This is an optimization exercise on Yosys and OpenROAD, whose aim is small area and a short achievable clock period, not a production implementation. Only simulation tests tie the RTL to the original design; equivalence was not proved. Power and IR drop assume default switching activity.

job 1639:
// multiplier_logic
module multiplier_logic (
    input  wire        clk,
    input  wire        rst_n,
    input  wire [15:0] a,
    input  wire [15:0] b,
    output reg  [31:0] y
);
  reg r1_a0;
  reg r1_a1;
  reg r1_a2;
  reg r1_a3;
  reg r1_a4;
  reg r1_a5;
  reg r1_a6;
  reg r1_a7;
  reg r1_a8;
  reg r1_a9;
  reg r1_a10;
  reg r1_a11;
  reg r1_a12;
  reg r1_a13;
  reg r1_a14;
  reg r1_a15;
  reg r1_b15;
  reg r1_one1;
  reg r1_two2;
  reg r1_neg3;
  reg r1_one4;
  reg r1_two5;
  reg r1_neg6;
  reg r1_one7;
  reg r1_two8;
  reg r1_neg9;
  reg r1_one10;
  reg r1_two11;
  reg r1_neg12;
  reg r1_one13;
  reg r1_two14;
  reg r1_neg15;
  reg r1_one16;
  reg r1_two17;
  reg r1_neg18;
  reg r1_one19;
  reg r1_two20;
  reg r1_neg21;
  reg r1_one22;
  reg r1_two23;
  reg r1_neg24;
  reg r2_s193;
  reg r2_s195;
  reg r2_s199;
  reg r2_c200;
  reg r2_s201;
  reg r2_p63;
  reg r2_s203;
  reg r2_c202;
  reg r2_c204;
  reg r2_s205;
  reg r2_s207;
  reg r2_s209;
  reg r2_c210;
  reg r2_s213;
  reg r2_c214;
  reg r2_s219;
  reg r2_c218;
  reg r2_s221;
  reg r2_c220;
  reg r2_s223;
  reg r2_s227;
  reg r2_c224;
  reg r2_s229;
  reg r2_s233;
  reg r2_c230;
  reg r2_s235;
  reg r2_c236;
  reg r2_s241;
  reg r2_s243;
  reg r2_s245;
  reg r2_s247;
  reg r2_c242;
  reg r2_c244;
  reg r2_s249;
  reg r2_s253;
  reg r2_s255;
  reg r2_c250;
  reg r2_s257;
  reg r2_s261;
  reg r2_c258;
  reg r2_s263;
  reg r2_s265;
  reg r2_s269;
  reg r2_s271;
  reg r2_c264;
  reg r2_c266;
  reg r2_s273;
  reg r2_s279;
  reg r2_c274;
  reg r2_s281;
  reg r2_s283;
  reg r2_c282;
  reg r2_c284;
  reg r2_s291;
  reg r2_s293;
  reg r2_s297;
  reg r2_c292;
  reg r2_c294;
  reg r2_s299;
  reg r2_s301;
  reg r2_c300;
  reg r2_c302;
  reg r2_s307;
  reg r2_s309;
  reg r2_s311;
  reg r2_s313;
  reg r2_c308;
  reg r2_c310;
  reg r2_s315;
  reg r2_s317;
  reg r2_s319;
  reg r2_c316;
  reg r2_s321;
  reg r2_s325;
  reg r2_c322;
  reg r2_s327;
  reg r2_s331;
  reg r2_c328;
  reg r2_s333;
  reg r2_c332;
  reg r2_s335;
  reg r2_c334;
  reg r2_s337;
  reg r2_s339;
  reg r2_c338;
  reg r2_s341;
  reg r2_c342;
  reg r2_s345;
  reg r2_c346;
  reg r2_s349;
  reg r2_c348;
  reg r2_s351;
  reg r2_c350;
  reg r2_c352;
  reg r2_s353;
  reg r2_s355;
  reg r3_r2_s193;
  reg r3_r2_s195;
  reg r3_r2_s199;
  reg r3_s357;
  reg r3_s361;
  reg r3_s365;
  reg r3_c366;
  reg r3_s367;
  reg r3_r2_c210;
  ...
Size: ~1000 cells after synthesis, ~270 flip-flops, about 66 I/O pins.
Settings: LEC_CHECK=0, CAP_MARGIN=20, CORE_MARGIN=2, CORE_UTILIZATION=40, CTS_CLUSTER_DIAMETER=60, CTS_CLUSTER_SIZE=50, SETUP_SLACK_MARGIN=2.5, SLEW_MARGIN=20, SYNTH_HIERARCHICAL=1, SYNTH_MINIMUM_KEEP_SIZE=0; clock period 4.5 ns.
standard.sh (not shown) runs the stock make flow with config.mk's settings and CLKGATE_MAP_FILE= SYNTH_SCRIPT=/design/flow/synth_recipe.tcl, a recipe that flattens the netlist after the stock synthesis.
==> flow/flow/run.sh <==
#!/bin/bash
# Layout: the standard flow (standard.sh) with two changes to how it is
# built, none to what is built or measured:
#  - the port buffers that global placement inserts are plain buf_1 cells
#    (repair_timing still resizes any that timing needs);
#  - clock tree synthesis runs with the settings of config.mk
#    (CTS_CLUSTER_SIZE 50, CTS_CLUSTER_DIAMETER 60) but inserts no dummy
#    load cells.
# All tool output goes to standard_flow.log here; ORFS's per-step logs stay
# under orfs/logs/.
set -euo pipefail
export BUFFER_PORTS_ARGS="-buffer_cell sky130_fd_sc_hd__buf_1"
export CTS_ARGS="-sink_clustering_enable -repair_clock_nets -sink_clustering_size 50 -sink_clustering_max_diameter 60 -dont_use_dummy_load"
export SKIP_GATE_CLONING=1
bash standard.sh > standard_flow.log 2>&1
> inputs changed (job 1639 -> job 8239)
- an added PLACE_DENSITY of 0.7
- a change of CAP_MARGIN from 20 to 10
- a change of SLEW_MARGIN from 20 to 10
--- a/flow/flow/run.sh
+++ b/flow/flow/run.sh
@@ -13,3 +13,2 @@
 export CTS_ARGS="-sink_clustering_enable -repair_clock_nets -sink_clustering_size 50 -sink_clustering_max_diameter 60 -dont_use_dummy_load"
-export SKIP_GATE_CLONING=1
 bash standard.sh > standard_flow.log 2>&1
## What came out
Cmp job 8239 and job 1639 / routed via count divided by cell count / higher: job 8239. Looking at total half-perimeter wirelength after legalization and detailed placement across both flows, job 8239 is the weaker of the two, with job 1639 ahead. Job 8239 vs job 1639: clock group share of total power down. Number of non-clock buffers for job 8239: 8 down relative to job 1639. The final reports for job 8239 and job 1639 show worst hold slack lower in the former. A capture point of the worst path of r4_plo[18] is what job 8239 shows, while r2_s321 belongs to job 1639. Compared with job 1639, in job 8239 total chip power saw a decrease; clock network area share saw a decrease; share of total power in combinational logic saw an increase.
## Diff of input files: job 8064 against job 8239
- a deleted PLACE_DENSITY that had been 0.7
- a change of SLEW_MARGIN from 10 to 20
- a change of CAP_MARGIN from 10 to 20
==> flow/run.sh (new file) <==
#!/bin/bash
# synth_recipe.tcl (not shown) runs the flow's synth.tcl, then flattens the netlist and writes it again
# the make line also repeats each setting of config.mk as NAME=value (left out here)
make -C /OpenROAD-flow-scripts/flow DESIGN_CONFIG=/design/flow/config.mk WORK_HOME=/design/flow/orfs CLKGATE_MAP_FILE= SYNTH_SCRIPT=/design/flow/synth_recipe.tcl finish
removed: flow/flow/run.sh
removed: flow/standard.sh
Findings:
- On job 8064: number of global-route vias before repair is 4.2% higher than what job 8239 gave.
- On leakage power figure: between job 8064 and job 8239, it ends up higher for job 8064.
- Going from job 8239 to job 8064, non-filler instance count after layout rose by 1.5%; total length of routed met2 wires fell by about 0.7%; met2 track demand over resource rose by 0.19 points; final routed wire length divided by cell count stayed essentially flat.
- Power share of the clock group: job 8064 vs job 8239 up 5.2 points
- Any difference in area taken by flip-flops and latches between job 8239 and job 8064 is small enough to ignore.

==> separate check: timing with driven ports <==
How much do the figures lean on ideal ports? The routed layouts below were timed once more, with nothing changed but the port constraints. Step 1 sets driving cells, clkbuf_16 on the clock port and buf_2 on the other inputs (assumed; they add their load-dependent delay and slew). Step 2, shift: input delay + t, output delay - t, t = (earliest + latest rising clock arrival at the registers) / 2. This alone moves slack from input paths to output paths. Slacks: no drivers / after step 1 / after step 2; pairs: no drivers / after step 1.
run	shift t [ns]	setup slack, ns	hold slack, ns
job 1639	0.553	2.541 / 2.541 / 2.262	0.302 / 0.302 / 0.302
job 8239	0.541	2.498 / 2.498 / 2.141	0.268 / 0.268 / 0.268
job 8064	0.572	2.535 / 2.492 / 2.052	0.321 / 0.321 / 0.321
After both steps every run listed still meets setup and hold. For job 8064, which loses most, drivers alone change the setup slack by -0.043 ns; drivers and shift together by -0.483 ns.
